This is an optimization exercise on Yosys and OpenROAD, whose aim is small area, a short achievable clock period and few clock cycles per item, not a production implementation. Only simulation tests tie the RTL to the original design; equivalence was not proved.

==> design/flow/design.v <==
module fir_top (
    input  wire       clk,
    input  wire       resetN,
    input  wire       sampleClk,
    input  wire [7:0] sample,
    output wire [7:0] sum,
    output reg        dav
);
   reg [7:0] h1, h2, h3, h4, h5, h6, h7, h8;
   reg [8:0] s34, s25, s16;
   reg [9:0] m3;
   reg [18:0] t1a;
   reg [17:0] t1b;
   reg [3:0] ic;
   wire busy = ~ic[3] | ~ic[2];
   wire en = sampleClk | busy;
   wire [7:0] xin = busy ? 8'd0 : sample;
   wire s_1, c_2;
   ha us_1 (h2[0], h3[0], s_1, c_2);
   wire s_3, c_4;
   ha us_3 (h2[1], h3[1], s_3, c_4);
   wire s_5, c_6;
   ha us_5 (h2[2], h3[2], s_5, c_6);
   wire s_7, c_8;
   ha us_7 (h2[3], h3[3], s_7, c_8);
   wire s_9, c_10;
   ha us_9 (h2[4], h3[4], s_9, c_10);
   wire s_11, c_12;
   ha us_11 (h2[5], h3[5], s_11, c_12);
   wire s_13, c_14;
   ha us_13 (h2[6], h3[6], s_13, c_14);
   wire s_15, c_16;
   ha us_15 (h2[7], h3[7], s_15, c_16);
   wire s_17, c_18;
   ha us_17 (h2[7], h3[7], s_17, c_18);
   wire G_19 = c_4 | (s_3 & c_2);
   wire G_21 = c_6 | (s_5 & c_4);
   wire P_22 = s_5 & s_3;
   wire G_23 = c_8 | (s_7 & c_6);
   wire P_24 = s_7 & s_5;
   wire G_25 = c_10 | (s_9 & c_8);
   wire P_26 = s_9 & s_7;
   wire G_27 = c_12 | (s_11 & c_10);
   wire P_28 = s_11 & s_9;
   wire G_29 = c_14 | (s_13 & c_12);
   wire P_30 = s_13 & s_11;
   wire G_31 = c_16 | (s_15 & c_14);
   wire P_32 = s_15 & s_13;
   wire G_33 = c_18 | (s_17 & c_16);
   wire P_34 = s_17 & s_15;
   wire G_35 = G_21 | (P_22 & c_2);
   wire G_37 = G_23 | (P_24 & G_19);
   wire G_39 = G_25 | (P_26 & G_21);
   wire P_40 = P_26 & P_22;
   wire G_41 = G_27 | (P_28 & G_23);
   wire P_42 = P_28 & P_24;
   wire G_43 = G_29 | (P_30 & G_25);
   wire P_44 = P_30 & P_26;
   wire G_45 = G_31 | (P_32 & G_27);
   wire P_46 = P_32 & P_28;
   wire G_47 = G_33 | (P_34 & G_29);
   wire P_48 = P_34 & P_30;
   wire G_49 = G_39 | (P_40 & c_2);
   wire G_51 = G_41 | (P_42 & G_19);
   wire G_53 = G_43 | (P_44 & G_35);
   wire G_55 = G_45 | (P_46 & G_37);
   wire G_57 = G_47 | (P_48 & G_39);
   wire P_58 = P_48 & P_40;
   wire G_59 = G_57 | (P_58 & c_2);
   wire [8:0] s34n;
   assign s34n[0] = ~(s_1);
   assign s34n[1] = ~(s_3 ^ c_2);
   assign s34n[2] = ~(s_5 ^ G_19);
   assign s34n[3] = ~(s_7 ^ G_35);
   assign s34n[4] = ~(s_9 ^ G_37);
   assign s34n[5] = ~(s_11 ^ G_49);
   assign s34n[6] = ~(s_13 ^ G_51);
   assign s34n[7] = ~(s_15 ^ G_53);
   assign s34n[8] = s_17 ^ G_55;
   wire s_61, c_62;
   ha us_61 (h1[0], h4[0], s_61, c_62);
   wire s_63, c_64;
   ha us_63 (h1[1], h4[1], s_63, c_64);
   wire s_65, c_66;
   ha us_65 (h1[2], h4[2], s_65, c_66);
   wire s_67, c_68;
   ha us_67 (h1[3], h4[3], s_67, c_68);
   wire s_69, c_70;
   ha us_69 (h1[4], h4[4], s_69, c_70);
   wire s_71, c_72;
   ha us_71 (h1[5], h4[5], s_71, c_72);
   wire s_73, c_74;
   ha us_73 (h1[6], h4[6], s_73, c_74);
   wire s_75, c_76;
   ha us_75 (h1[7], h4[7], s_75, c_76);
   wire s_77, c_78;
   ha us_77 (h1[7], h4[7], s_77, c_78);
   wire G_79 = c_64 | (s_63 & c_62);
   wire G_81 = c_66 | (s_65 & c_64);
   wire P_82 = s_65 & s_63;
   wire G_83 = c_68 | (s_67 & c_66);
   wire P_84 = s_67 & s_65;
   wire G_85 = c_70 | (s_69 & c_68);
   wire P_86 = s_69 & s_67;
   wire G_87 = c_72 | (s_71 & c_70);
   wire P_88 = s_71 & s_69;
   wire G_89 = c_74 | (s_73 & c_72);
   wire P_90 = s_73 & s_71;
   wire G_91 = c_76 | (s_75 & c_74);
   wire P_92 = s_75 & s_73;
   wire G_93 = c_78 | (s_77 & c_76);
   wire P_94 = s_77 & s_75;
   wire G_95 = G_81 | (P_82 & c_62);
   wire G_97 = G_83 | (P_84 & G_79);
   wire G_99 = G_85 | (P_86 & G_81);
   wire P_100 = P_86 & P_82;
   wire G_101 = G_87 | (P_88 & G_83);
   wire P_102 = P_88 & P_84;
   wire G_103 = G_89 | (P_90 & G_85);
   wire P_104 = P_90 & P_86;
   wire G_105 = G_91 | (P_92 & G_87);
   wire P_106 = P_92 & P_88;
   wire G_107 = G_93 | (P_94 & G_89);
   wire P_108 = P_94 & P_90;
   wire G_109 = G_99 | (P_100 & c_62);
   wire G_111 = G_101 | (P_102 & G_79);
   wire G_113 = G_103 | (P_104 & G_95);
   wire G_115 = G_105 | (P_106 & G_97);
   wire G_117 = G_107 | (P_108 & G_99);
   wire P_118 = P_108 & P_100;
   wire G_119 = G_117 | (P_118 & c_62);
   wire [8:0] s25n;
   assign s25n[0] = ~(s_61);
   assign s25n[1] = ~(s_63 ^ c_62);
   assign s25n[2] = ~(s_65 ^ G_79);
   assign s25n[3] = ~(s_67 ^ G_95);
   assign s25n[4] = ~(s_69 ^ G_97);
   assign s25n[5] = ~(s_71 ^ G_109);
   assign s25n[6] = ~(s_73 ^ G_111);
   assign s25n[7] = ~(s_75 ^ G_113);
   assign s25n[8] = s_77 ^ G_115;
   wire s_121, c_122;
   ha us_121 (xin[0], h5[0], s_121, c_122);
   wire s_123, c_124;
   ha us_123 (xin[1], h5[1], s_123, c_124);
   wire s_125, c_126;
   ha us_125 (xin[2], h5[2], s_125, c_126);
   wire s_127, c_128;
   ha us_127 (xin[3], h5[3], s_127, c_128);
   wire s_129, c_130;
   ha us_129 (xin[4], h5[4], s_129, c_130);
   wire s_131, c_132;
   ha us_131 (xin[5], h5[5], s_131, c_132);
   wire s_133, c_134;
   ha us_133 (xin[6], h5[6], s_133, c_134);
   wire s_135, c_136;
   ha us_135 (xin[7], h5[7], s_135, c_136);
   wire s_137, c_138;
   ha us_137 (xin[7], h5[7], s_137, c_138);
   wire G_139 = c_124 | (s_123 & c_122);
   wire G_141 = c_126 | (s_125 & c_124);
   wire P_142 = s_125 & s_123;
   wire G_143 = c_128 | (s_127 & c_126);
   wire P_144 = s_127 & s_125;
   wire G_145 = c_130 | (s_129 & c_128);
   wire P_146 = s_129 & s_127;
   wire G_147 = c_132 | (s_131 & c_130);
   wire P_148 = s_131 & s_129;
   wire G_149 = c_134 | (s_133 & c_132);
   wire P_150 = s_133 & s_131;
   wire G_151 = c_136 | (s_135 & c_134);
   wire P_152 = s_135 & s_133;
   wire G_153 = c_138 | (s_137 & c_136);
   wire P_154 = s_137 & s_135;
   wire G_155 = G_141 | (P_142 & c_122);
   wire G_157 = G_143 | (P_144 & G_139);
   wire G_159 = G_145 | (P_146 & G_141);
   wire P_160 = P_146 & P_142;
   wire G_161 = G_147 | (P_148 & G_143);
   wire P_162 = P_148 & P_144;
   wire G_163 = G_149 | (P_150 & G_145);
   wire P_164 = P_150 & P_146;
   wire G_165 = G_151 | (P_152 & G_147);
   wire P_166 = P_152 & P_148;
   wire G_167 = G_153 | (P_154 & G_149);
   wire P_168 = P_154 & P_150;
   wire G_169 = G_159 | (P_160 & c_122);
   wire G_171 = G_161 | (P_162 & G_139);
   wire G_173 = G_163 | (P_164 & G_155);
   wire G_175 = G_165 | (P_166 & G_157);
   wire G_177 = G_167 | (P_168 & G_159);
   wire P_178 = P_168 & P_160;
   wire G_179 = G_177 | (P_178 & c_122);
   wire [8:0] s16n;
   assign s16n[0] = ~(s_121);
   assign s16n[1] = ~(s_123 ^ c_122);
   assign s16n[2] = ~(s_125 ^ G_139);
   assign s16n[3] = ~(s_127 ^ G_155);
   assign s16n[4] = ~(s_129 ^ G_157);
   assign s16n[5] = ~(s_131 ^ G_169);
   assign s16n[6] = ~(s_133 ^ G_171);
   assign s16n[7] = ~(s_135 ^ G_173);
   assign s16n[8] = s_137 ^ G_175;
   wire s_181, c_182;
   ha us_181 (xin[1], xin[0], s_181, c_182);
   wire s_183, c_184;
   ha us_183 (xin[2], xin[1], s_183, c_184);
   wire s_185, c_186;
   ha us_185 (xin[3], xin[2], s_185, c_186);
   wire s_187, c_188;
   ha us_187 (xin[4], xin[3], s_187, c_188);
   wire s_189, c_190;
   ha us_189 (xin[5], xin[4], s_189, c_190);
   wire s_191, c_192;
   ha us_191 (xin[6], xin[5], s_191, c_192);
   wire s_193, c_194;
   ha us_193 (xin[7], xin[6], s_193, c_194);
   wire s_195, c_196;
   ha us_195 (xin[7], xin[7], s_195, c_196);
   wire s_197, c_198;
   ha us_197 (xin[7], xin[7], s_197, c_198);
   wire G_199 = c_182 | (s_181 & 1'b0);
   wire G_201 = c_184 | (s_183 & c_182);
   wire P_202 = s_183 & s_181;
   wire G_203 = c_186 | (s_185 & c_184);
   wire P_204 = s_185 & s_183;
   wire G_205 = c_188 | (s_187 & c_186);
   wire P_206 = s_187 & s_185;
   wire G_207 = c_190 | (s_189 & c_188);
   wire P_208 = s_189 & s_187;
   wire G_209 = c_192 | (s_191 & c_190);
   wire P_210 = s_191 & s_189;
   wire G_211 = c_194 | (s_193 & c_192);
   wire P_212 = s_193 & s_191;
   wire G_213 = c_196 | (s_195 & c_194);
   wire P_214 = s_195 & s_193;
   wire G_215 = c_198 | (s_197 & c_196);
   wire P_216 = s_197 & s_195;
   wire G_217 = G_201 | (P_202 & 1'b0);
   wire G_219 = G_203 | (P_204 & G_199);
   wire G_221 = G_205 | (P_206 & G_201);
   wire P_222 = P_206 & P_202;
   wire G_223 = G_207 | (P_208 & G_203);
   wire P_224 = P_208 & P_204;
   wire G_225 = G_209 | (P_210 & G_205);
   wire P_226 = P_210 & P_206;
   wire G_227 = G_211 | (P_212 & G_207);
   wire P_228 = P_212 & P_208;
   wire G_229 = G_213 | (P_214 & G_209);
   wire P_230 = P_214 & P_210;
   wire G_231 = G_215 | (P_216 & G_211);
   wire P_232 = P_216 & P_212;
   wire G_233 = G_221 | (P_222 & 1'b0);
   wire G_235 = G_223 | (P_224 & G_199);
   wire G_237 = G_225 | (P_226 & G_217);
   wire G_239 = G_227 | (P_228 & G_219);
   wire G_241 = G_229 | (P_230 & G_221);
   wire P_242 = P_230 & P_222;
   wire G_243 = G_231 | (P_232 & G_223);
   wire P_244 = P_232 & P_224;
   wire G_245 = G_241 | (P_242 & 1'b0);
   wire G_247 = G_243 | (P_244 & G_199);
   wire [9:0] m3n;
   assign m3n[0] = ~(xin[0]);
   assign m3n[1] = ~(s_181 ^ 1'b0);
   assign m3n[2] = ~(s_183 ^ G_199);
   assign m3n[3] = ~(s_185 ^ G_217);
   assign m3n[4] = ~(s_187 ^ G_219);
   assign m3n[5] = ~(s_189 ^ G_233);
   assign m3n[6] = ~(s_191 ^ G_235);
   assign m3n[7] = ~(s_193 ^ G_237);
   assign m3n[8] = ~(s_195 ^ G_239);
   assign m3n[9] = s_197 ^ G_245;
   wire s_249, c_250;
   fa us_249 (s25[0], ~h7[0], 1'b1, s_249, c_250);
   wire s_251, c_252;
   fa us_251 (~s34[0], s25[1], 1'b1, s_251, c_252);
   wire s_253, c_254;
   xr xs_253 (h7[1], c_250, s_253);
   nr ns_253 (h7[1], ~c_250, c_254);
   wire s_255, c_256;
   fa us_255 (~s34[1], s25[2], s25[0], s_255, c_256);
   wire s_257, c_258;
   fa us_257 (s16[0], ~h7[2], c_252, s_257, c_258);
   wire s_259, c_260;
   ha us_259 (s_255, c_254, s_259, c_260);
   wire s_261, c_262;
   fa us_261 (~s34[2], s34[0], 1'b1, s_261, c_262);
   wire s_263, c_264;
   fa us_263 (s25[3], s25[1], s16[1], s_263, c_264);
   wire s_265, c_266;
   fa us_265 (~h7[3], h7[0], h8[0], s_265, c_266);
   wire s_267, c_268;
   fa us_267 (c_256, s_261, s_263, s_267, c_268);
   wire s_269, c_270;
   fa us_269 (s_265, c_258, c_260, s_269, c_270);
   wire s_271, c_272;
   fa us_271 (~s34[3], s34[1], 1'b1, s_271, c_272);
   wire s_273, c_274;
   fa us_273 (s25[4], s25[2], s25[0], s_273, c_274);
   wire s_275, c_276;
   fa us_275 (s16[2], s16[0], h7[1], s_275, c_276);
   wire s_277, c_278;
   fa us_277 (~h7[4], h8[1], c_262, s_277, c_278);
   wire s_279, c_280;
   fa us_279 (c_264, c_266, s_271, s_279, c_280);
   wire s_281, c_282;
   fa us_281 (s_273, s_275, c_268, s_281, c_282);
   wire s_283, c_284;
   fa us_283 (s_277, s_279, c_270, s_283, c_284);
   wire s_285, c_286;
   fa us_285 (s34[4], h7[5], h7[0], s_285, c_286);
   wire s_287, c_288;
   fa us_287 (s34[2], s25[5], s25[3], s_287, c_288);
   wire s_289, c_290;
   fa us_289 (s25[1], s16[3], s16[1], s_289, c_290);
   wire s_291, c_292;
   fa us_291 (h7[2], h8[2], c_272, s_291, c_292);
   wire s_293, c_294;
   fa us_293 (c_274, c_276, s_287, s_293, c_294);
   wire s_295, c_296;
   fa us_295 (~s_285, s_289, c_278, s_295, c_296);
   wire s_297, c_298;
   fa us_297 (c_280, s_291, s_293, s_297, c_298);
   wire s_299, c_300;
   fa us_299 (c_282, s_295, s_297, s_299, c_300);
   wire s_301, c_302;
   fa us_301 (s34[5], h7[6], h7[1], s_301, c_302);
   wire s_303, c_304;
   fa us_303 (s34[3], s25[6], s25[4], s_303, c_304);
   wire s_305, c_306;
   fa us_305 (s25[2], s16[4], s16[2], s_305, c_306);
   wire s_307, c_308;
   fa us_307 (s16[0], h7[3], h8[3], s_307, c_308);
   wire s_309, c_310;
   fa us_309 (~c_286, c_288, c_290, s_309, c_310);
   wire s_311, c_312;
   fa us_311 (~s_301, s_303, s_305, s_311, c_312);
   wire s_313, c_314;
   fa us_313 (s_307, c_292, c_294, s_313, c_314);
   wire s_315, c_316;
   fa us_315 (s_309, s_311, c_296, s_315, c_316);
   wire s_317, c_318;
   fa us_317 (c_298, s_313, s_315, s_317, c_318);
   wire s_319, c_320;
   fa us_319 (~s34[6], s34[4], s34[0], s_319, c_320);
   wire s_321, c_322;
   fa us_321 (s25[7], s25[5], s25[3], s_321, c_322);
   wire s_323, c_324;
   fa us_323 (s16[5], s16[3], s16[1], s_323, c_324);
   wire s_325, c_326;
   fa us_325 (h7[7], h7[4], h8[4], s_325, c_326);
   wire s_327, c_328;
   fa us_327 (h7[2], c_302, ~c_304, s_327, c_328);
   wire s_329, c_330;
   fa us_329 (c_306, c_308, s_319, s_329, c_330);
   wire s_331, c_332;
   fa us_331 (s_321, s_323, s_325, s_331, c_332);
   wire s_333, c_334;
   fa us_333 (c_310, c_312, ~s_327, s_333, c_334);
   wire s_335, c_336;
   fa us_335 (s_329, s_331, c_314, s_335, c_336);
   wire s_337, c_338;
   fa us_337 (s_333, c_316, s_335, s_337, c_338);
   wire s_339, c_340;
   fa us_339 (s34[7], s25[0], h7[3], s_339, c_340);
   wire s_341, c_342;
   fa us_341 (s34[5], s34[1], s25[8], s_341, c_342);
   wire s_343, c_344;
   fa us_343 (s25[6], s25[4], s16[6], s_343, c_344);
   wire s_345, c_346;
   fa us_345 (s16[4], s16[2], h7[5], s_345, c_346);
   wire s_347, c_348;
   fa us_347 (h8[5], c_320, c_322, s_347, c_348);
   wire s_349, c_350;
   fa us_349 (c_324, c_326, s_341, s_349, c_350);
   wire s_351, c_352;
   fa us_351 (~s_339, s_343, s_345, s_351, c_352);
   wire s_353, c_354;
   fa us_353 (~c_328, c_330, c_332, s_353, c_354);
   wire s_355, c_356;
   fa us_355 (s_347, s_349, s_351, s_355, c_356);
   wire s_357, c_358;
   fa us_357 (c_334, s_353, s_355, s_357, c_358);
   wire s_359, c_360;
   ha us_359 (c_336, s_357, s_359, c_360);
   wire s_361, c_362;
   fa us_361 (s34[8], s25[1], h7[4], s_361, c_362);
   wire s_363, c_364;
   fa us_363 (s34[6], s34[2], s25[7], s_363, c_364);
   wire s_365, c_366;
   fa us_365 (s25[5], s16[7], s16[5], s_365, c_366);
   wire s_367, c_368;
   fa us_367 (s16[3], h7[6], h8[6], s_367, c_368);
   wire s_369, c_370;
   fa us_369 (~c_340, c_342, c_344, s_369, c_370);
   wire s_371, c_372;
   fa us_371 (c_346, s_363, s_365, s_371, c_372);
   wire s_373, c_374;
   fa us_373 (~s_361, s_367, c_348, s_373, c_374);
   wire s_375, c_376;
   fa us_375 (c_350, c_352, s_369, s_375, c_376);
   wire s_377, c_378;
   fa us_377 (s_371, c_354, s_373, s_377, c_378);
   wire s_379, c_380;
   fa us_379 (c_356, s_375, s_377, s_379, c_380);
   wire s_381, c_382;
   ha us_381 (c_358, c_360, s_381, c_382);
   wire s_383, c_384;
   fa us_383 (s34[7], s34[3], 1'b1, s_383, c_384);
   wire s_385, c_386;
   fa us_385 (s34[0], s25[2], h7[7], s_385, c_386);
   wire s_387, c_388;
   fa us_387 (s25[8], s25[6], s16[8], s_387, c_388);
   wire s_389, c_390;
   fa us_389 (s16[6], s16[4], ~h7[5], s_389, c_390);
   wire s_391, c_392;
   fa us_391 (h8[7], c_362, ~c_364, s_391, c_392);
   wire s_393, c_394;
   fa us_393 (c_366, c_368, s_383, s_393, c_394);
   wire s_395, c_396;
   fa us_395 (~s_385, s_387, s_389, s_395, c_396);
   wire s_397, c_398;
   fa us_397 (c_370, c_372, ~s_391, s_397, c_398);
   wire s_399, c_400;
   fa us_399 (s_393, s_395, c_374, s_399, c_400);
   wire s_401, c_402;
   fa us_401 (c_376, s_397, c_378, s_401, c_402);
   wire s_403, c_404;
   fa us_403 (s_399, c_380, s_401, s_403, c_404);
   wire s_405, c_406;
   fa us_405 (s34[8], s34[4], s25[7], s_405, c_406);
   wire s_407, c_408;
   fa us_407 (s34[1], s25[3], h7[6], s_407, c_408);
   wire s_409, c_410;
   fa us_409 (s16[7], s16[5], c_384, s_409, c_410);
   wire s_411, c_412;
   fa us_411 (~c_386, c_388, c_390, s_411, c_412);
   wire s_413, c_414;
   fa us_413 (~s_405, s_407, c_392, s_413, c_414);
   wire s_415, c_416;
   fa us_415 (c_394, c_396, s_409, s_415, c_416);
   wire s_417, c_418;
   fa us_417 (s_411, c_398, ~s_413, s_417, c_418);
   wire s_419, c_420;
   fa us_419 (s_415, c_400, s_417, s_419, c_420);
   wire s_421, c_422;
   ha us_421 (c_402, s_419, s_421, c_422);
   wire s_423, c_424;
   fa us_423 (s34[5], s25[8], s16[8], s_423, c_424);
   wire s_425, c_426;
   fa us_425 (s34[2], s25[4], ~s16[6], s_425, c_426);
   wire s_427, c_428;
   fa us_427 (h7[7], c_406, ~c_408, s_427, c_428);
   wire s_429, c_430;
   fa us_429 (s_423, ~s_425, c_410, s_429, c_430);
   wire s_431, c_432;
   fa us_431 (c_412, s_427, ~c_414, s_431, c_432);
   wire s_433, c_434;
   fa us_433 (c_416, s_429, c_418, s_433, c_434);
   wire s_435, c_436;
   fa us_435 (s_431, c_420, s_433, s_435, c_436);
   wire s_437, c_438;
   fa us_437 (s34[6], ~s34[3], 1'b1, s_437, c_438);
   wire s_439, c_440;
   fa us_439 (~s25[5], s16[7], c_424, s_439, c_440);
   wire s_441, c_442;
   fa us_441 (~c_426, s_437, c_428, s_441, c_442);
   wire s_443, c_444;
   fa us_443 (s_439, c_430, s_441, s_443, c_444);
   wire s_445, c_446;
   fa us_445 (c_432, s_443, c_434, s_445, c_446);
   wire s_447, c_448;
   fa us_447 (s34[7], ~s34[4], 1'b1, s_447, c_448);
   wire s_449, c_450;
   fa us_449 (~s25[6], s16[8], c_438, s_449, c_450);
   wire s_451, c_452;
   fa us_451 (s_447, c_440, s_449, s_451, c_452);
   wire s_453, c_454;
   fa us_453 (c_442, s_451, c_444, s_453, c_454);
   wire s_455, c_456;
   fa us_455 (s34[8], ~s34[5], 1'b1, s_455, c_456);
   wire s_457, c_458;
   fa us_457 (~s25[7], c_448, s_455, s_457, c_458);
   wire s_459, c_460;
   fa us_459 (c_450, s_457, c_452, s_459, c_460);
   wire s_461, c_462;
   ha us_461 (s34[6], s25[8], s_461, c_462);
   wire s_463, c_464;
   fa us_463 (~s_461, c_456, c_458, s_463, c_464);
   wire s_465, c_466;
   xr xs_465 (s34[7], c_462, s_465);
   nr ns_465 (s34[7], c_462, c_466);
   wire [18:0] t1an = {s34[8], c_464, c_460, c_454, c_446, c_436, c_422, c_404, c_382, s_379, c_338, c_318, c_300, c_284, s_281, s_267, s_257, s_251, s_249};
   wire [17:0] t1bn = {c_466, s_465, s_463, s_459, s_453, s_445, s_435, s_421, s_403, s_381, s_359, s_337, s_317, s_299, s_283, s_269, s_259, s_253};
   wire s_467, c_468;
   fa us_467 (~t1a[1], t1b[0], h1[1], s_467, c_468);
   wire s_469, c_470;
   fa us_469 (t1a[2], t1b[1], ~h1[2], s_469, c_470);
   wire s_471, c_472;
   fa us_471 (t1a[3], t1b[2], m3[0], s_471, c_472);
   wire s_473, c_474;
   xr xs_473 (h1[3], c_470, s_473);
   nr ns_473 (h1[3], ~c_470, c_474);
   wire s_475, c_476;
   fa us_475 (t1a[4], t1b[3], m3[1], s_475, c_476);
   wire s_477, c_478;
   fa us_477 (~h1[4], c_472, s_475, s_477, c_478);
   wire s_479, c_480;
   fa us_479 (t1a[5], t1b[4], m3[2], s_479, c_480);
   wire s_481, c_482;
   fa us_481 (~h1[5], c_476, s_479, s_481, c_482);
   wire s_483, c_484;
   fa us_483 (t1a[6], t1b[5], m3[3], s_483, c_484);
   wire s_485, c_486;
   fa us_485 (~h1[6], c_480, s_483, s_485, c_486);
   wire s_487, c_488;
   fa us_487 (t1a[7], t1b[6], m3[4], s_487, c_488);
   wire s_489, c_490;
   fa us_489 (h1[7], c_484, s_487, s_489, c_490);
   wire s_491, c_492;
   fa us_491 (t1a[8], t1b[7], 1'b1, s_491, c_492);
   wire s_493, c_494;
   fa us_493 (m3[5], c_488, s_491, s_493, c_494);
   wire s_495, c_496;
   fa us_495 (t1a[9], t1b[8], m3[6], s_495, c_496);
   wire s_497, c_498;
   ha us_497 (c_492, s_495, s_497, c_498);
   wire s_499, c_500;
   fa us_499 (t1a[10], t1b[9], m3[7], s_499, c_500);
   wire s_501, c_502;
   ha us_501 (c_496, s_499, s_501, c_502);
   wire s_503, c_504;
   fa us_503 (t1a[11], t1b[10], m3[8], s_503, c_504);
   wire s_505, c_506;
   ha us_505 (c_500, s_503, s_505, c_506);
   wire s_507, c_508;
   fa us_507 (t1a[12], t1b[11], m3[9], s_507, c_508);
   wire s_509, c_510;
   ha us_509 (c_504, s_507, s_509, c_510);
   wire s_511, c_512;
   fa us_511 (t1a[13], t1b[12], c_508, s_511, c_512);
   wire s_513, c_514;
   ha us_513 (t1a[14], t1b[13], s_513, c_514);
   wire s_515, c_516;
   ha us_515 (t1a[15], t1b[14], s_515, c_516);
   wire s_517, c_518;
   ha us_517 (t1a[16], t1b[15], s_517, c_518);
   wire s_519, c_520;
   ha us_519 (t1a[17], t1b[16], s_519, c_520);
   wire s_521, c_522;
   xr xs_521 (t1a[18], t1b[17], s_521);
   nr ns_521 (t1a[18], ~t1b[17], c_522);
   wire s_523, c_524;
   xr xs_523 (t1a[0], h1[0], s_523);
   nr ns_523 (h1[0], ~t1a[0], c_524);
   wire s_525, c_526;
   xr xs_525 (c_468, s_469, s_525);
   nr ns_525 (c_468, ~s_469, c_526);
   wire s_527, c_528;
   xr xs_527 (s_471, s_473, s_527);
   nr ns_527 (s_473, ~s_471, c_528);
   wire s_529, c_530;
   ha us_529 (c_474, s_477, s_529, c_530);
   wire s_531, c_532;
   ha us_531 (c_478, s_481, s_531, c_532);
   wire s_533, c_534;
   ha us_533 (c_482, s_485, s_533, c_534);
   wire s_535, c_536;
   ha us_535 (c_486, s_489, s_535, c_536);
   wire s_537, c_538;
   ha us_537 (c_490, s_493, s_537, c_538);
   wire s_539, c_540;
   ha us_539 (c_494, s_497, s_539, c_540);
   wire s_541, c_542;
   ha us_541 (c_498, s_501, s_541, c_542);
   wire s_543, c_544;
   ha us_543 (c_502, s_505, s_543, c_544);
   wire s_545, c_546;
   ha us_545 (c_506, s_509, s_545, c_546);
   wire s_547, c_548;
   ha us_547 (c_510, s_511, s_547, c_548);
   wire s_549, c_550;
   ha us_549 (c_512, s_513, s_549, c_550);
   wire s_551, c_552;
   ha us_551 (c_514, s_515, s_551, c_552);
   wire s_553, c_554;
   ha us_553 (c_516, s_517, s_553, c_554);
   wire s_555, c_556;
   ha us_555 (c_518, s_519, s_555, c_556);
   wire s_557, c_558;
   xr xs_557 (c_520, s_521, s_557);
   nr ns_557 (s_521, ~c_520, c_558);
   wire s_559, c_560;
   ha us_559 (c_522, 1'b1, s_559, c_560);
   wire G_561 = 1'b0 | (~s_467 & c_524);
   wire G_563 = c_526 | (~s_525 & 1'b0);
   wire P_564 = ~s_525 & ~s_467;
   wire G_565 = c_528 | (~s_527 & c_526);
   wire P_566 = ~s_527 & ~s_525;
   wire G_567 = c_530 | (s_529 & c_528);
   wire P_568 = s_529 & ~s_527;
   wire G_569 = c_532 | (s_531 & c_530);
   wire P_570 = s_531 & s_529;
   wire G_571 = c_534 | (s_533 & c_532);
   wire P_572 = s_533 & s_531;
   wire G_573 = c_536 | (s_535 & c_534);
   wire P_574 = s_535 & s_533;
   wire G_575 = c_538 | (s_537 & c_536);
   wire P_576 = s_537 & s_535;
   wire G_577 = c_540 | (s_539 & c_538);
   wire P_578 = s_539 & s_537;
   wire G_579 = c_542 | (s_541 & c_540);
   wire P_580 = s_541 & s_539;
   wire G_581 = c_544 | (s_543 & c_542);
   wire P_582 = s_543 & s_541;
   wire G_583 = c_546 | (s_545 & c_544);
   wire P_584 = s_545 & s_543;
   wire G_585 = c_548 | (s_547 & c_546);
   wire P_586 = s_547 & s_545;
   wire G_587 = c_550 | (s_549 & c_548);
   wire P_588 = s_549 & s_547;
   wire G_589 = c_552 | (s_551 & c_550);
   wire P_590 = s_551 & s_549;
   wire G_591 = c_554 | (s_553 & c_552);
   wire P_592 = s_553 & s_551;
   wire G_593 = c_556 | (s_555 & c_554);
   wire P_594 = s_555 & s_553;
   wire G_595 = c_558 | (~s_557 & c_556);
   wire P_596 = ~s_557 & s_555;
   wire G_597 = c_560 | (s_559 & c_558);
   wire P_598 = s_559 & ~s_557;
   wire G_599 = G_563 | (P_564 & c_524);
   wire G_601 = G_565 | (P_566 & G_561);
   wire G_603 = G_567 | (P_568 & G_563);
   wire P_604 = P_568 & P_564;
   wire G_605 = G_569 | (P_570 & G_565);
   wire P_606 = P_570 & P_566;
   wire G_607 = G_571 | (P_572 & G_567);
   wire P_608 = P_572 & P_568;
   wire G_609 = G_573 | (P_574 & G_569);
   wire P_610 = P_574 & P_570;
   wire G_611 = G_575 | (P_576 & G_571);
   wire P_612 = P_576 & P_572;
   wire G_613 = G_577 | (P_578 & G_573);
   wire P_614 = P_578 & P_574;
   wire G_615 = G_579 | (P_580 & G_575);
   wire P_616 = P_580 & P_576;
   wire G_617 = G_581 | (P_582 & G_577);
   wire P_618 = P_582 & P_578;
   wire G_619 = G_583 | (P_584 & G_579);
   wire P_620 = P_584 & P_580;
   wire G_621 = G_585 | (P_586 & G_581);
   wire P_622 = P_586 & P_582;
   wire G_623 = G_587 | (P_588 & G_583);
   wire P_624 = P_588 & P_584;
   wire G_625 = G_589 | (P_590 & G_585);
   wire P_626 = P_590 & P_586;
   wire G_627 = G_591 | (P_592 & G_587);
   wire P_628 = P_592 & P_588;
   wire G_629 = G_593 | (P_594 & G_589);
   wire P_630 = P_594 & P_590;
   wire G_631 = G_595 | (P_596 & G_591);
   wire P_632 = P_596 & P_592;
   wire G_633 = G_597 | (P_598 & G_593);
   wire P_634 = P_598 & P_594;
   wire G_635 = G_603 | (P_604 & c_524);
   wire G_637 = G_605 | (P_606 & G_561);
   wire G_639 = G_607 | (P_608 & G_599);
   wire G_641 = G_609 | (P_610 & G_601);
   wire G_643 = G_611 | (P_612 & G_603);
   wire P_644 = P_612 & P_604;
   wire G_645 = G_613 | (P_614 & G_605);
   wire P_646 = P_614 & P_606;
   wire G_647 = G_615 | (P_616 & G_607);
   wire P_648 = P_616 & P_608;
   wire G_649 = G_617 | (P_618 & G_609);
   wire P_650 = P_618 & P_610;
   wire G_651 = G_619 | (P_620 & G_611);
   wire P_652 = P_620 & P_612;
   wire G_653 = G_621 | (P_622 & G_613);
   wire P_654 = P_622 & P_614;
   wire G_655 = G_623 | (P_624 & G_615);
   wire P_656 = P_624 & P_616;
   wire G_657 = G_625 | (P_626 & G_617);
   wire P_658 = P_626 & P_618;
   wire G_659 = G_627 | (P_628 & G_619);
   wire P_660 = P_628 & P_620;
   wire G_661 = G_629 | (P_630 & G_621);
   wire P_662 = P_630 & P_622;
   wire G_663 = G_631 | (P_632 & G_623);
   wire P_664 = P_632 & P_624;
   wire G_665 = G_633 | (P_634 & G_625);
   wire P_666 = P_634 & P_626;
   wire G_667 = G_643 | (P_644 & c_524);
   wire G_669 = G_645 | (P_646 & G_561);
   wire G_671 = G_647 | (P_648 & G_599);
   wire G_673 = G_649 | (P_650 & G_601);
   wire G_675 = G_651 | (P_652 & G_635);
   wire G_677 = G_653 | (P_654 & G_637);
   wire G_679 = G_655 | (P_656 & G_639);
   wire G_681 = G_657 | (P_658 & G_641);
   wire G_683 = G_659 | (P_660 & G_643);
   wire P_684 = P_660 & P_644;
   wire G_685 = G_661 | (P_662 & G_645);
   wire P_686 = P_662 & P_646;
   wire G_687 = G_663 | (P_664 & G_647);
   wire P_688 = P_664 & P_648;
   wire G_689 = G_665 | (P_666 & G_649);
   wire P_690 = P_666 & P_650;
   wire G_691 = G_683 | (P_684 & c_524);
   wire G_693 = G_685 | (P_686 & G_561);
   wire G_695 = G_687 | (P_688 & G_599);
   wire G_697 = G_689 | (P_690 & G_601);
   wire [19:0] r;
   assign r[0] = ~s_523;
   assign r[1] = ~s_467 ^ c_524;
   assign r[2] = ~s_525 ^ G_561;
   assign r[3] = ~s_527 ^ G_599;
   assign r[4] = s_529 ^ G_601;
   assign r[5] = s_531 ^ G_635;
   assign r[6] = s_533 ^ G_637;
   assign r[7] = s_535 ^ G_639;
   assign r[8] = s_537 ^ G_641;
   assign r[9] = s_539 ^ G_667;
   assign r[10] = s_541 ^ G_669;
   assign r[11] = s_543 ^ G_671;
   assign r[12] = s_545 ^ G_673;
   assign r[13] = s_547 ^ G_675;
   assign r[14] = s_549 ^ G_677;
   assign r[15] = s_551 ^ G_679;
   assign r[16] = s_553 ^ G_681;
   assign r[17] = s_555 ^ G_691;
   assign r[18] = ~s_557 ^ G_693;
   assign r[19] = s_559 ^ G_695;
   wire c7;
   carry7 uc7 (r[9:3], sample[6:0], c7);
   wire up0, sp0, sn0, up1, sp1, sn1, up, sp, sn;
   presel ups0 (r[19:10], sample[7], 1'b0, up0, sp0, sn0);
   presel ups1 (r[19:10], sample[7], 1'b1, up1, sp1, sn1);
   mux3 upsm (c7, {up0, sp0, sn0}, {up1, sp1, sn1}, {up, sp, sn});
   reg [7:0] rq;
   reg upq, spq, snq;
   wire [7:0] rinc = rq + upq;
   assign sum = spq ? 8'h7f : snq ? 8'h80 : rinc;
   always @(posedge clk, negedge resetN)
     if (!resetN) begin
        ic <= 4'd0;
        dav <= 1'b0;
     end else begin
        if (busy) ic <= ic + 4'd1;
        dav <= sampleClk & ~busy;
     end
   always @(posedge clk) begin
      rq <= r[18:11];
      upq <= up; spq <= sp; snq <= sn;
      if (en) begin
         t1a <= t1an; t1b <= t1bn;
         s34 <= s34n; s25 <= s25n; s16 <= s16n;
         m3 <= m3n;
         h1 <= xin; h2 <= h1; h3 <= h2; h4 <= h3;
         h5 <= h4; h6 <= h5; h7 <= h6; h8 <= h7;
      end
   end
endmodule
module carry7 (input [6:0] a, input [6:0] b, output c);
   wire [7:0] s = {1'b0, a} + {1'b0, b};
   assign c = s[7];
endmodule
module presel (input [9:0] r, input x7, input c, output up, output sp, output sn);
   wire signed [8:0] rs = r[9:1];
   wire nx = ~x7;
   wire n0 = ~r[0] & ~nx & ~c;
   wire n3 = r[0] & nx & c;
   assign up = (r[0] & nx) | (r[0] & c) | (nx & c);
   assign sp = (rs >= 9'sd129) | ((rs == 9'sd128) & ~n0) | ((rs == 9'sd127) & n3);
   assign sn = (rs <= -9'sd130) | ((rs == -9'sd129) & ~n3) | ((rs == -9'sd128) & n0);
endmodule
module mux3 (input s, input [2:0] a, input [2:0] b, output [2:0] y);
   assign y = s ? b : a;
endmodule
module fa (input a, input b, input c, output s, output co);
   assign s = a ^ b ^ c;
   assign co = (a & b) | (a & c) | (b & c);
endmodule
module ha (input a, input b, output s, output co);
   assign s = a ^ b;
   assign co = a & b;
endmodule
module xr (input a, input b, output y);
   assign y = a ^ b;
endmodule
module nr (input a, input b, output y);
   assign y = ~(a | b);
endmodule
module anb (input a, input b, output y);
   assign y = ~a & b;
endmodule
==> design/flow/flow/run.sh <==
#!/bin/bash
# The standard layout (the standard.sh: ORFS from synthesis to the final
# layout) with timing repair aiming at a larger setup margin than the flow
# settings allow. ORFS writes each tool's log under orfs/logs; make's own
# output goes to flow_make.log here.
set -euo pipefail
bash standard.sh SETUP_SLACK_MARGIN=5.6 finish > flow_make.log 2>&1
==> design/flow/standard.sh <==
#!/bin/bash
# synth_recipe.tcl (not shown) runs the flow's synth.tcl, then flattens the netlist and writes it again
# the make line also repeats each setting of config.mk as NAME=value (left out here)
make -C /OpenROAD-flow-scripts/flow DESIGN_CONFIG=/design/flow/config.mk WORK_HOME=/design/flow/orfs CLKGATE_MAP_FILE= SYNTH_SCRIPT=/design/flow/synth_recipe.tcl "${@:-finish}"
==> design/flow/config.mk <==
export PLATFORM = sky130hd
export DESIGN_NAME = fir_top
export DESIGN_NICKNAME = fir_top
export VERILOG_FILES = /design/flow/design.v
export SDC_FILE = /design/flow/constraint.sdc
export NUM_CORES = 4
export LEC_CHECK = 0
export CAP_MARGIN = 20
export CORE_MARGIN = 2
export CORE_UTILIZATION = 65
export CTS_BUF_LIST = sky130_fd_sc_hd__clkbuf_8
export CTS_CLUSTER_SIZE = 30
export SETUP_SLACK_MARGIN = 5
export SLEW_MARGIN = 20
export SYNTH_HIERARCHICAL = 1
==> design/flow/constraint.sdc <==
create_clock -name core_clock -period 10.0 [get_ports {clk}]
set_input_delay 2.0000 -clock core_clock [delete_from_list [all_inputs] [get_ports {clk}]]
set_output_delay 2.0000 -clock core_clock [all_outputs]
set_load 0.01 [all_outputs]
==> results.toml, run 1 <==
[run_status]
outcome = "timing/DRC/antenna clean"

[placed_design]
place_area_um2 = 10400
portBuffers = 19
place_ws_ps = 5410
dp_cells = 921
hpwl_um = 15000
place.gp.congestion = 0.921

[global_routing]
grt_start_max_net_pins = 79
grt.overflow.total = 0
grt_first_pass_wirelength_um = 30100
grt_pass1_vias = 5822
antenna_found_initial = 0
track_usage_pct = 25.2

[clocking]
clkTransAtPathRegs_ps = 90
clockRootBuffer = "clkbuf_8"
holdBufCountCts = 0
clock_sinks = 154
ctsLongestPathBuffers = 2
numCtsBuffers = 17
clk_latency_ps = 460
cts_tree = "done"
cts_max_level = 4

[synthesis]
synth-seq-cells = 154
synth.area.top_cells = "edfxtp_1 42%, fa_1 24%, ha_1 9.7%"
syn_avg_cell_area_um2 = 14.2
ys_types = 47
synth_top_area_share_pct = 41.7
synth_top_cell_by_area = "edfxtp_1"
synth-edff-count = 138
synthFlopType = "edfxtp_1"
async_reset_ff_share_pct = 3.25
ys_seq_area_share_pct = 45.1
netlist_instances = 702
netlist_area_um2 = 9950
synth_warnings = 7

[setup_path]
end_kind = "flop"
r2r_setup_slack_ps = 5750
reg2regPathDepth = 13
critPathKind = "flop to flop"
regToRegEndpoint = "spq"
crit_arrival_ps = 4580
regToRegStartpoint = "t1a[5]"
critPathMaxFanout = 5
worst_ep_required_time_ps = 10330
start_kind = "flop"

[layout]
fin_nets = 961
drive_gt1_share_pct = 7.83
final_core_util_pct = 72.3
fin_area_um2 = 10900
antenna_cells = 0
area.growth.synth_to_final_pct = 9.69
layoutNonFillerInstCount = 954

[route]
drc = 0
via_count = 5570
drt-total-wl_um = 18900
first_iter_violations = 401
vias_per_cell = 5.84
dr.pass1.iters = 5
wl_per_cell_um = 19.9
postRouteAntennaNets = 0

[floorplan]
die_x_um = 128
ios = 20
start_util_pct = 65.9
rows = 45
die_area_um2 = 16300
dieHeight_um = 128
core_area_um2 = 15100

[min_path]
min_from = "h6[6]"
hold_class = "flop to flop"
hold_path_depth = 0
whs_endpoint = "h7[6]"

[sta]
rsz0062_at_grt = "false"
slew_violations = 0
finalWorstSetupSlack_ps = 5750
worst_hold_slack_ps = 427
tightest_slew_ps = 931
relSlewSlack_pct = 37.9
min_period_over_period_pct = 42.5
final_hold_viol_count = 0
fmax_mhz = 235
setup_viol = 0
setup_tns_ps = 0
min_period_ps = 4250
finClkSkew_ps = 24.1

[job]
cap_viol_max_count = 0
==> routing by layer <==
| metal | part of all wire [%] | GRT usage, % | vias up |
|---|---|---|---|
| met3 | 4.6 | 5.09 | 33 |
| met4 | 2.2 | 7.50 | 0 |
| met2 | 51 | 42.6 | 138 |
| li1 | - | - | 2565 |
| met5 | 0 | 0 | - |
| met1 | 42 | 33.5 | 2834 |
==> cells by family (layout without fill, tap and decap cells) <==
family | after synthesis | after routing | synth area share (%)
adder cells (fa/ha/maj) | 199 | 199 | 34.0
AO/OA/AOI/OAI | 96 | 96 | 6.44
other | 2 | 16 | 0.0755
multiplexers | 4 | 4 | 0.453
flip-flops | 154 | 154 | 45.1
AND/OR/NAND/NOR | 124 | 124 | 6.45
buffers and inverters | 68 | 118 | 2.57
XOR/XNOR | 55 | 55 | 4.84
==> timing repair <==
item	CTS	global route
setup buffers	0	1
resized for setup	0	11
setup endpoints to repair	0	2
==> flip-flops by register name, indices dropped and copies added, names as in the netlist, 4 cells and up <==
name / flops
s34: 9
h2: 8
ic: 4
h6: 8
m3: 10
h1: 8
h4: 8
h3: 8
s16: 9
h5: 8
h7: 8
t1a: 19
h8: 8
t1b: 18
rq: 8
s25: 9
==> per-module statistics from Yosys, one instance, submodules excluded <==
module,flops+latches,area (um2)
carry7,0,125
fa,0,20.0
fir_top,154,6320
ha,0,12.5
mux3,0,33.8
nr,0,3.75
presel,0,86.3
xr,0,8.76
==> cell type report <==
cell class	instances	area, um2
Multi-Input combinational cell	494	5310
Clock inverter	15	193
Fill cell	1022	4180
Clock buffer	17	234
Tap cell	188	235
Timing Repair Buffer	21	205
Sequential cell	154	4490
Inverter	65	244
==> synthesized netlist by cell type, types with 3 or more instances <==
cell type,count
nand2_1,28
inv_1,65
nand2b_1,5
nand3_1,11
nand4_1,3
xnor2_1,22
nor2_1,32
fa_1,120
or2_2,5
xor2_1,33
o41ai_2,3
clkbuf_1,3
nor3_1,10
or4_1,4
a211o_1,4
dfrtp_1,5
and3_1,17
o21ai_0,17
a21oi_1,30
a31oi_1,3
o41ai_1,4
ha_1,77
o21a_1,6
mux2_2,4
dfxtp_1,11
a21o_1,16
edfxtp_1,138
==> worst max-delay path by stage <==
stage                 end  depth (start not counted)  startpoint
detailed placement  m3[9]                         10   sample[1]
global route          spq                         13      t1a[5]
global placement    m3[9]                         10   sample[1]
finish                spq                         13      t1a[5]
CTS                   snq                         13       m3[3]
floorplan           h1[0]                          1   sampleClk
==> cells in the final DEF (no fill, tap or decap), drive strengths merged, types with 19 or more instances in the layout <==
cell type | netlist | routed
inv | 65 | 75
clkdlybuf4s50 | 0 | 19
xnor2 | 22 | 22
nor2 | 32 | 32
xor2 | 33 | 33
fa | 120 | 120
ha | 77 | 77
a21oi | 31 | 31
nand2 | 28 | 28
edfxtp | 138 | 138
==> worst max-delay path, cell delays in order (launching register included) <==
cell and delay (ps):
edfxtp_1 410, fa_1 560, fa_1 420, ha_1 340
a21o_1 210, a21oi_1 190, a21boi_1 130, o21ai_0 280
o21ai_1 160, xor2_2 230, or4_4 500, o41ai_2 320
a21oi_1 110, mux2_2 270
Testbench counts, summed over its fixed seeds: cycles 12,008, items 12,000.
==> run 2, diff against run 1 <==
--- a/design/flow/flow/run.sh
+++ b/design/flow/flow/run.sh
@@ -5,3 +5,3 @@
 # output goes to flow_make.log here.
 set -euo pipefail
-bash standard.sh SETUP_SLACK_MARGIN=5.6 finish > flow_make.log 2>&1
+bash standard.sh SETUP_SLACK_MARGIN=6.0 finish > flow_make.log 2>&1
==> run 2 against run 1 <==
- first-iteration DRC count decreased by 2.5%
- critical endpoint unchanged
- highest routed layer unchanged
- area after synthesis is the same
- still clean
- flip-flop and latch count did not move
==> results.toml, run 2 <==
[floorplan]
ios = 20
die_area_um2 = 16300
rows = 45
core_area_um2 = 15100
dieHeight_um = 128
die_x_um = 128
start_util_pct = 65.9

[placed_design]
dp_cells = 921
portBuffers = 19
hpwl_um = 14800
place.gp.congestion = 0.909

[layout]
largest_reg_flops = 19
drive_gt1_share_pct = 12.6
n_fill_cell = 972
antenna_cells = 0
area.growth.synth_to_final_pct = 11.9
layoutNonFillerInstCount = 963
multiInputGateArea_um2 = 5500
fin_nets = 970
final_cell_mix = "138 x edfxtp_1, 120 x fa_1, 71 x ha_1, 65 x inv_1, 32 x nor2_1"
largest-register = "t1a"
final_common_cell = "edfxtp_1"
top_regs = "t1a x19, t1b x18, m3 x10"
ff_latch_area_um2 = 4490
final_core_util_pct = 73.8

[clocking]
cts_max_level = 4
numCtsBuffers = 17
ctsLongestPathBuffers = 2
clkTransAtPathRegs_ps = 80
clk_latency_ps = 450
clock_sinks = 154
clockRootBuffer = "clkbuf_8"
holdBufCountCts = 0
cts_tree = "done"

[synthesis]
post-synth-top-count-cell = "edfxtp_1"
synth_top_area_share_pct = 41.7
ys_types = 47
synth-seq-cells = 154
syn_avg_cell_area_um2 = 14.2
synthTopCellsByCount = "138 x edfxtp_1, 120 x fa_1, 77 x ha_1"
netlist_instances = 702
synth_top_cell_by_area = "edfxtp_1"
ys_seq_area_share_pct = 45.1
async_reset_ff_share_pct = 3.25
netlist_area_um2 = 9950
synth_warnings = 7
synthFlopType = "edfxtp_1"
synth.area.top_cells = "edfxtp_1 42%, fa_1 24%, ha_1 9.7%"
synth-edff-count = 138

[sta]
min_period_ps = 4160
slew_violations = 0
setup_tns_ps = 0
min_period_over_period_pct = 41.6
finClkSkew_ps = 17.0
fmax_mhz = 240
worst_hold_slack_ps = 424
final_hold_viol_count = 0
relSlewSlack_pct = 46.2
tightest_slew_ps = 808
setup_viol = 0
rsz0062_at_grt = "true"

[job]
cap_viol_max_count = 0

[setup_path]
cp_cell_sequence = "fa_1, fa_1, ha_4, and3_1, o31ai_2, and2_4, o31a_1, buf_4, xnor2_2, or4_4, o41ai_4, a21oi_2, mux2_2"
start_kind = "flop"
cp_slowest_stage_delay_ps = 570
end_kind = "flop"
cp_common_cell = "fa_1"
critPathMaxFanout = 5
critPathKind = "flop to flop"
cp_top_family = "adder cells"
crit_arrival_ps = 4490
worst_ep_required_time_ps = 10330
critPathSlowestCell = "fa_1"
cp_num_buf_inv = 1

[route]
drt-total-wl_um = 18700
vias_per_cell = 5.76
via_count = 5543
drc = 0
dr.pass1.iters = 5
first_iter_violations = 391
postRouteAntennaNets = 0
wl_per_cell_um = 19.5

[global_routing]
antenna_found_initial = 0
grt_pass1_vias = 5964
track_usage_pct = 25.2
grt_start_max_net_pins = 82
grt_first_pass_wirelength_um = 30300
grt.overflow.total = 0

[min_path]
hold_class = "flop to flop"

[run_status]
outcome = "timing/DRC/antenna clean"
run 2: worst paths after layout:
kind | startpoint | end | slack [ps] | cells past startpoint
max reg2reg | t1b[5] | spq | 5840 | 13
max | t1b[5] | spq | 5840 | 13
max in group asynchronous | resetN | ic[3] | 8060 | 1
min | h6[6] | h7[6] | 420 | 0
min in group asynchronous | resetN | dav | 1760 | 1
min reg2reg | h6[6] | h7[6] | 420 | 0
run 2: modules after synthesis (local to each module, per instance):
module   flops+latches  times used  cells inside  cell area (um2)
xr                   0           7             1             8.76
fir_top            154           1           464             6320
ha                   0          64             1             12.5
fa                   0         120             1             20.0
carry7               0           1            14              125
nr                   0           8             1             3.75
presel               0           2            11             86.3
mux3                 0           1             3             33.8
run 2: timing repair:
action                                 CTS  global route
setup endpoints to repair               11            89
pin swaps                               13            13
resized for setup                       30            27
cloned                                   0             0
endpoints found under the hold margin    0             0
setup buffers                            6             4
run 2: kinds of logic (layout without fill, tap and decap cells):
group / Yosys count / after routing / share of synthesized area, %
adders and majority gates: 199 / 199 / 34.0
DFF: 154 / 154 / 45.1
and+or+nand+nor: 124 / 124 / 6.45
AOI/OAI and AO/OA: 96 / 96 / 6.44
buffers and inverters: 68 / 127 / 2.57
xor gates and xnor gates: 55 / 55 / 4.84
muxes: 4 / 4 / 0.453
other: 2 / 16 / 0.0755
run 2: per-stage QoR:
stage	cell area, um2	setup WS (ps)
after floorplan	10000	6050
after global placement	10400	5490
after global routing	11100	5730
final	11100	5840
after CTS	11000	5870
after detailed placement	10400	5440
run 2: final cells by class:
cell class,instances,share of cell area [%]
clock inverter,15,1.39
tap,188,2.11
sequential,154,40.3
clock buffer,17,2.10
timing repair buffer,30,2.45
inverter,65,2.19
multi-input combinational,494,49.4
run 2: worst reg2reg max path: stages, from the launching register on:
cell	delay [ps]
edfxtp_1	410
fa_1	570
fa_1	460
ha_4	310
and3_1	180
o31ai_2	100
and2_4	170
o31a_1	370
buf_4	170
xnor2_2	150
or4_4	510
o41ai_4	260
a21oi_2	100
mux2_2	280
run 2: routing by layer:
metal,vias to the layer above,global-route usage [%],share of wire [%]
li1,2581,-,-
met1,2805,32.8,43
met2,122,42.3,50
met3,35,5.22,3.5
met4,0,9.50,2.9
met5,-,0,0
==> run 3, diff against run 2 <==
--- a/design/flow/flow/run.sh
+++ b/design/flow/flow/run.sh
@@ -5,3 +5,3 @@
 # output goes to flow_make.log here.
 set -euo pipefail
-bash standard.sh SETUP_SLACK_MARGIN=6.0 finish > flow_make.log 2>&1
+bash standard.sh SETUP_SLACK_MARGIN=7.0 finish > flow_make.log 2>&1
==> run 3 against run 2 <==
- die area unchanged
- core utilization is 6.5 points higher
- count of clock-buffer cells in the layout unchanged
==> results.toml, run 3 <==
[setup_path]
cp_cell_sequence = "fa_1, fa_1, ha_4, a21o_1, a21oi_2, and2_4, o21ai_2, a31oi_1, xnor2_2, nand4b_1, or4_1, and3_1, mux2_4"
cp_common_cell = "fa_1"
worst_ep_required_time_ps = 10340
end_kind = "flop"
crit_arrival_ps = 4380
startpoint = "m3[2]"
cp_top_family = "adder cells"
critPathKind = "flop to flop"
critPathMaxFanout = 5
reg2regPathDepth = 13
critical_path_depth = 13
regToRegEndpoint = "snq"
start_kind = "flop"
cp_num_buf_inv = 0
cp_slowest_stage_delay_ps = 580
regToRegStartpoint = "m3[2]"
critPathSlowestCell = "fa_1"
endpoint = "snq"
r2r_setup_slack_ps = 5960

[layout]
largest_reg_flops = 19
final_core_util_pct = 80.3
antenna_cells = 0
area.growth.synth_to_final_pct = 21.8
final_common_cell = "edfxtp_1"
drive_gt1_share_pct = 32.2
fin_nets = 1036
layoutNonFillerInstCount = 1029
largest-register = "t1a"
top_regs = "t1a x19, t1b x18, m3 x10"
final_cell_mix = "138 x edfxtp_1, 81 x fa_1, 58 x inv_1, 55 x buf_4, 52 x ha_1"

[floorplan]
die_area_um2 = 16300
ios = 20
die_x_um = 128
dieHeight_um = 128
start_util_pct = 65.9
rows = 45
core_area_um2 = 15100

[route]
via_count = 6033
dr.pass1.iters = 5
first_iter_violations = 400
wl_per_cell_um = 21.2
drc = 0
drt-total-wl_um = 21800
vias_per_cell = 5.86
postRouteAntennaNets = 0

[global_routing]
met2_usage_pct = 47.1
busiest_layer = "met2"
grt_pass1_vias = 6384
grt_use_met1_pct = 37.7
antenna_found_initial = 0
grt_use_met3_pct = 5.63
grt.overflow.total = 0
track_usage_pct = 28.7
grt_first_pass_wirelength_um = 33900
grt_start_max_net_pins = 55

[synthesis]
netlist_instances = 702
synth_warnings = 7
synthFlopType = "edfxtp_1"
synth_top_area_share_pct = 41.7
synthSimpleGateAreaFrac_pct = 6.45
syn_avg_cell_area_um2 = 14.2
ys_types = 47
async_reset_ff_share_pct = 3.25
netlist_area_um2 = 9950
synth_fa_ha_area_share_pct = 34.0
synth-seq-cells = 154
synth_top_family_by_area = "adder cells"
synth_compound_area_share_pct = 6.44
muxShareOfSynthArea_pct = 0.453
synth_top_cell_by_area = "edfxtp_1"
ys_seq_area_share_pct = 45.1
synth-edff-count = 138
synthTopCellsByCount = "138 x edfxtp_1, 120 x fa_1, 77 x ha_1"
synth_xor_area_share_pct = 4.84
synth.area.top_cells = "edfxtp_1 42%, fa_1 24%, ha_1 9.7%"
post-synth-top-count-cell = "edfxtp_1"

[sta]
final_hold_viol_count = 0
fmax_mhz = 247
relSlewSlack_pct = 61.7
setup_tns_ps = 0
min_period_over_period_pct = 40.4
tightest_slew_ps = 575
rsz0062_at_grt = "true"
setup_viol = 0
finClkSkew_ps = 16.8
min_period_ps = 4040
slew_violations = 0

[clocking]
clockRootBuffer = "clkbuf_8"
clkTransAtPathRegs_ps = 80
cts_max_level = 4
clk_latency_ps = 450
ctsLongestPathBuffers = 2
holdBufCountCts = 0
numCtsBuffers = 17
cts_tree = "done"
clock_sinks = 154

[job]
cap_viol_max_count = 0

[placed_design]
place.gp.congestion = 0.963
portBuffers = 19
dp_cells = 921
hpwl_um = 15400

[min_path]
hold_path_depth = 0
hold_class = "flop to flop"

[run_status]
outcome = "timing/DRC/antenna clean"
run 3: cell counts after synthesis:
Identical to the previous run, type by type.
run 3: worst min path at each step:
| stage | end | slack, ps | start |
|---|---|---|---|
| 2_1_floorplan | h7[0] | 400 | h6[0] |
| 4_1_cts | h7[2] | 430 | h6[2] |
| 3_3_place_gp | h7[7] | 400 | h6[7] |
| 3_5_place_dp | h7[3] | 400 | h6[3] |
| 6_report | h7[0] | 430 | h6[0] |
| 5_1_grt | h7[4] | 430 | h6[4] |
run 3: per-stage QoR:
stage                     hold WS, ps  setup WS (ps)  instance area [um2]
final                             425           5960                12100
after global routing              433           5830                12100
after CTS                         426           5900                11800
after detailed placement          405           5460                10700
after global placement            402           5530                10700
after floorplan                   400           6170                10200
run 3: cell type report:
cell class | instances | area, um2
clock inverters | 15 | 100
repair buffers | 93 | 785
inverters | 65 | 246
flip-flops and latches | 154 | 4490
clock buffers | 17 | 234
fillers | 823 | 2980
multi-input cells | 497 | 6020
well taps | 188 | 235
run 3: cell families (layout without fill, tap and decap cells):
kind of cell             count (synthesis)  after routing
flip-flops                             154            154
multiplexers                             4              4
AND/OR/NAND/NOR                        124            127
other                                    2             16
adder cells (fa/ha/maj)                199            199
AO/OA/AOI/OAI                           96             96
buffers and inverters                   68            190
XOR/XNOR                                55             55
run 3: timing repair:
action,CTS,global route
setup endpoints to repair,191,49
setup buffers,52,21
pin swaps,67,42
gates resized for setup,143,40
cloned,3,0
run 3: Yosys stat by module (local to each module, per instance):
module	cell area [um2]	cells inside
xr	8.76	1
presel	86.3	11
nr	3.75	1
fa	20.0	1
mux3	33.8	3
fir_top	6320	464
carry7	125	14
ha	12.5	1
run 3: routing by layer:
layer | part of all wire, % | wire length, um
met1 | 42 | 9100
met2 | 50 | 11000
met3 | 4.2 | 909
met4 | 3.9 | 840
met5 | 0 | 0
==> run 4, diff against run 3 <==
--- a/design/flow/flow/run.sh
+++ b/design/flow/flow/run.sh
@@ -5,3 +5,3 @@
 # output goes to flow_make.log here.
 set -euo pipefail
-bash standard.sh SETUP_SLACK_MARGIN=7.0 finish > flow_make.log 2>&1
+bash standard.sh SETUP_SLACK_MARGIN=6.5 finish > flow_make.log 2>&1
==> run 4 against run 3 <==
- critical endpoint unchanged
- flip-flop and latch count is the same
- setup slack lost 110 ps
- still clean on timing, DRC and antenna
- clock skew grew 4.4 ps
- maximum frequency shrank 2.7%
- critical path depth is the same
- design area shrank 2.4%
==> results.toml, run 4 <==
[clocking]
holdBufCountCts = 0
cts_tree = "done"
clockRootBuffer = "clkbuf_8"
clock_sinks = 154
clk_latency_ps = 470
cts_max_level = 4
numCtsBuffers = 17
ctsLongestPathBuffers = 2
clkTransAtPathRegs_ps = 90

[setup_path]
start_kind = "flop"
critPathMaxFanout = 5
worst_ep_required_time_ps = 10340
regToRegEndpoint = "snq"
cp_slowest_stage_delay_ps = 580
cp_num_buf_inv = 1
critPathKind = "flop to flop"
reg2regPathDepth = 13
crit_arrival_ps = 4500
regToRegStartpoint = "m3[2]"
cp_common_cell = "fa_1"
cp_top_family = "adder cells"
end_kind = "flop"
r2r_setup_slack_ps = 5850
cp_cell_sequence = "fa_1, fa_1, ha_4, and3_4, o31ai_4, and2_4, o31a_1, buf_4, xnor2_4, nand4_1, or4_1, and3_1, mux2_2"
critPathSlowestCell = "fa_1"

[run_status]
outcome = "timing/DRC/antenna clean"

[global_routing]
track_usage_pct = 27.3
grt_use_met1_pct = 36.1
grt_start_max_net_pins = 81
antenna_found_initial = 0
met2_usage_pct = 46.8
grt.overflow.total = 0
busiest_layer = "met2"
grt_first_pass_wirelength_um = 32700
grt_use_met3_pct = 3.51
grt_pass1_vias = 6278

[sta]
min_period_over_period_pct = 41.5
setup_viol = 0
fmax_mhz = 241
slew_violations = 0
final_hold_viol_count = 0
setup_tns_ps = 0
relSlewSlack_pct = 52.5
tightest_slew_ps = 712
finClkSkew_ps = 21.2
min_period_ps = 4150
rsz0062_at_grt = "true"

[route]
drc = 0
vias_per_cell = 5.77
postRouteAntennaNets = 0
via_count = 5834
drt-total-wl_um = 20800
first_iter_violations = 442
dr.pass1.iters = 5
wl_per_cell_um = 20.6

[layout]
top_regs = "t1a x19, t1b x18, m3 x10"
largest_reg_flops = 19
final_core_util_pct = 78.3
drive_gt1_share_pct = 23.3
final_common_cell = "edfxtp_1"
fin_nets = 1018
largest-register = "t1a"
antenna_cells = 0
area.growth.synth_to_final_pct = 18.8
final_cell_mix = "138 x edfxtp_1, 112 x fa_1, 65 x inv_1, 58 x ha_1, 54 x buf_4"

[floorplan]
core_area_um2 = 15100
ios = 20
die_area_um2 = 16300
die_x_um = 128
start_util_pct = 65.9
dieHeight_um = 128
rows = 45

[placed_design]
hpwl_um = 15400
place.gp.congestion = 0.894
portBuffers = 19

[synthesis]
syn_avg_cell_area_um2 = 14.2
netlist_area_um2 = 9950
synthTopCellsByCount = "138 x edfxtp_1, 120 x fa_1, 77 x ha_1"
post-synth-top-count-cell = "edfxtp_1"
netlist_instances = 702
synthFlopType = "edfxtp_1"
ys_seq_area_share_pct = 45.1
synth_top_area_share_pct = 41.7
ys_types = 47
synth-edff-count = 138
synth.area.top_cells = "edfxtp_1 42%, fa_1 24%, ha_1 9.7%"
async_reset_ff_share_pct = 3.25
synth_warnings = 7
synth-seq-cells = 154
synth_top_cell_by_area = "edfxtp_1"

[job]
cap_viol_max_count = 0

[min_path]
hold_class = "flop to flop"
whs_endpoint = "h7[6]"
hold_path_depth = 0
min_from = "h6[6]"
[run 4: cell types whose count changed in the layout (fill, tap and decap cells not counted), sizes merged, moves of 3 or more]
cell	before	now
clkinv	8	3
dlymetal6s2s	0	3
inv	70	73
buf	86	67
bufinv	0	3
[run 4: final cells by class]
type | instances | area, um2
sequential | 154 | 4490
clock inverter | 15 | 186
clock buffer | 17 | 234
multi-input combinational | 495 | 5810
timing repair buffer | 77 | 616
fill | 884 | 3270
inverter | 65 | 246
tap | 188 | 235
[run 4: cells by family after synthesis]
family | after synthesis | share of synthesized area [%]
adder cells (fa/ha/maj) | 199 | 34.0
other | 2 | 0.0755
AO/OA/AOI/OAI | 96 | 6.44
multiplexers | 4 | 0.453
buffers and inverters | 68 | 2.57
flip-flops | 154 | 45.1
XOR/XNOR | 55 | 4.84
AND/OR/NAND/NOR | 124 | 6.45
[run 4: what timing repair did]
action | CTS | global route
pin swaps | 28 | 30
endpoints found under the setup margin | 105 | 74
gates cloned | 1 | 0
resized for setup | 92 | 34
setup buffers | 41 | 16
[run 4: how the worst max path moves through the flow]
stage          startpoint  cells after the start  endpoint  slack, ps
6_report            m3[2]                     13       snq       5850
5_1_grt             m3[2]                     13       spq       5720
4_1_cts            t1b[4]                     13       spq       5890
3_5_place_dp    sampleClk                      3     h5[7]       5530
3_3_place_gp    sampleClk                      3     h2[7]       5590
2_1_floorplan      t1a[6]                     13       spq       6170
[run 4: worst reg2reg max path: stages (launching register included)]
cell      delay [ps]
edfxtp_1         430
fa_1             580
fa_1             470
ha_4             300
and3_4           190
o31ai_4           90
and2_4           200
o31a_1           350
buf_4            170
xnor2_4          160
nand4_1          120
or4_1            550
and3_1           160
mux2_2           260
[run 4: per-module statistics from Yosys, one instance, submodules excluded]
| module | copies in the design | cell area (um2) | flip-flops and latches |
|---|---|---|---|
| carry7 | 1 | 125 | 0 |
| fir_top | 1 | 6320 | 154 |
| ha | 64 | 12.5 | 0 |
| fa | 120 | 20.0 | 0 |
| presel | 2 | 86.3 | 0 |
| xr | 7 | 8.76 | 0 |
| nr | 8 | 3.75 | 0 |
| mux3 | 1 | 33.8 | 0 |
[run 4: stage by stage]
stage | area, um2 | hold WS (ps) | instances | worst slack (ps)
2_1_floorplan | 10100 | 400 | 716 | 6170
3_3_place_gp | 10600 | 405 | 921 | 5590
3_5_place_dp | 10600 | 405 | 921 | 5530
4_1_cts | 11500 | 422 | 995 | 5890
5_1_grt | 11800 | 434 | 1011 | 5720
6_report | 11800 | 417 | 1011 | 5850
[run 4: metal layers]
layer  up-vias  share of wire (%)
met5         -                  0
met4         0                3.0
met3        40                4.0
met2       159                 51
met1      2967                 42
li1       2668                  -

-- static timing again, ports no longer ideal --
The results above use ideal ports. As a check the final layouts listed here were re-extracted and re-timed, cells and wires unchanged.
Step 1 (the two cells are an assumption about what drives the block):
set clk [get_ports {clk}]
set_driving_cell -lib_cell sky130_fd_sc_hd__clkbuf_16 $clk
set_driving_cell -lib_cell sky130_fd_sc_hd__buf_2 [delete_from_list [all_inputs] $clk]
Step 2 adds t to the input delays and takes it off the output delays; t is the mean of the earliest and latest rising clock arrival at the registers after step 1. Input paths then give back, and output paths get back, about the clock's delay inside the block.
Three values: ideal, step 1, step 2; two values: the first two.
| run | t (ns) | setup WS [ns] | worst hold slack (ns) |
|---|---|---|---|
| run 1 | 0.490 | 5.749 / 5.749 / 5.347 | 0.427 / 0.427 / 0.427 |
| run 2 | 0.485 | 5.840 / 5.840 / 5.596 | 0.424 / 0.424 / 0.424 |
| run 3 | 0.482 | 5.958 / 5.958 / 5.958 | 0.425 / 0.425 / 0.425 |
| run 4 | 0.497 | 5.846 / 5.846 / 5.846 | 0.417 / 0.417 / 0.417 |
After both steps every run listed still meets setup and hold. For run 1, which loses most, drivers alone change the setup slack by 0.000 ns; drivers and shift together by -0.402 ns.
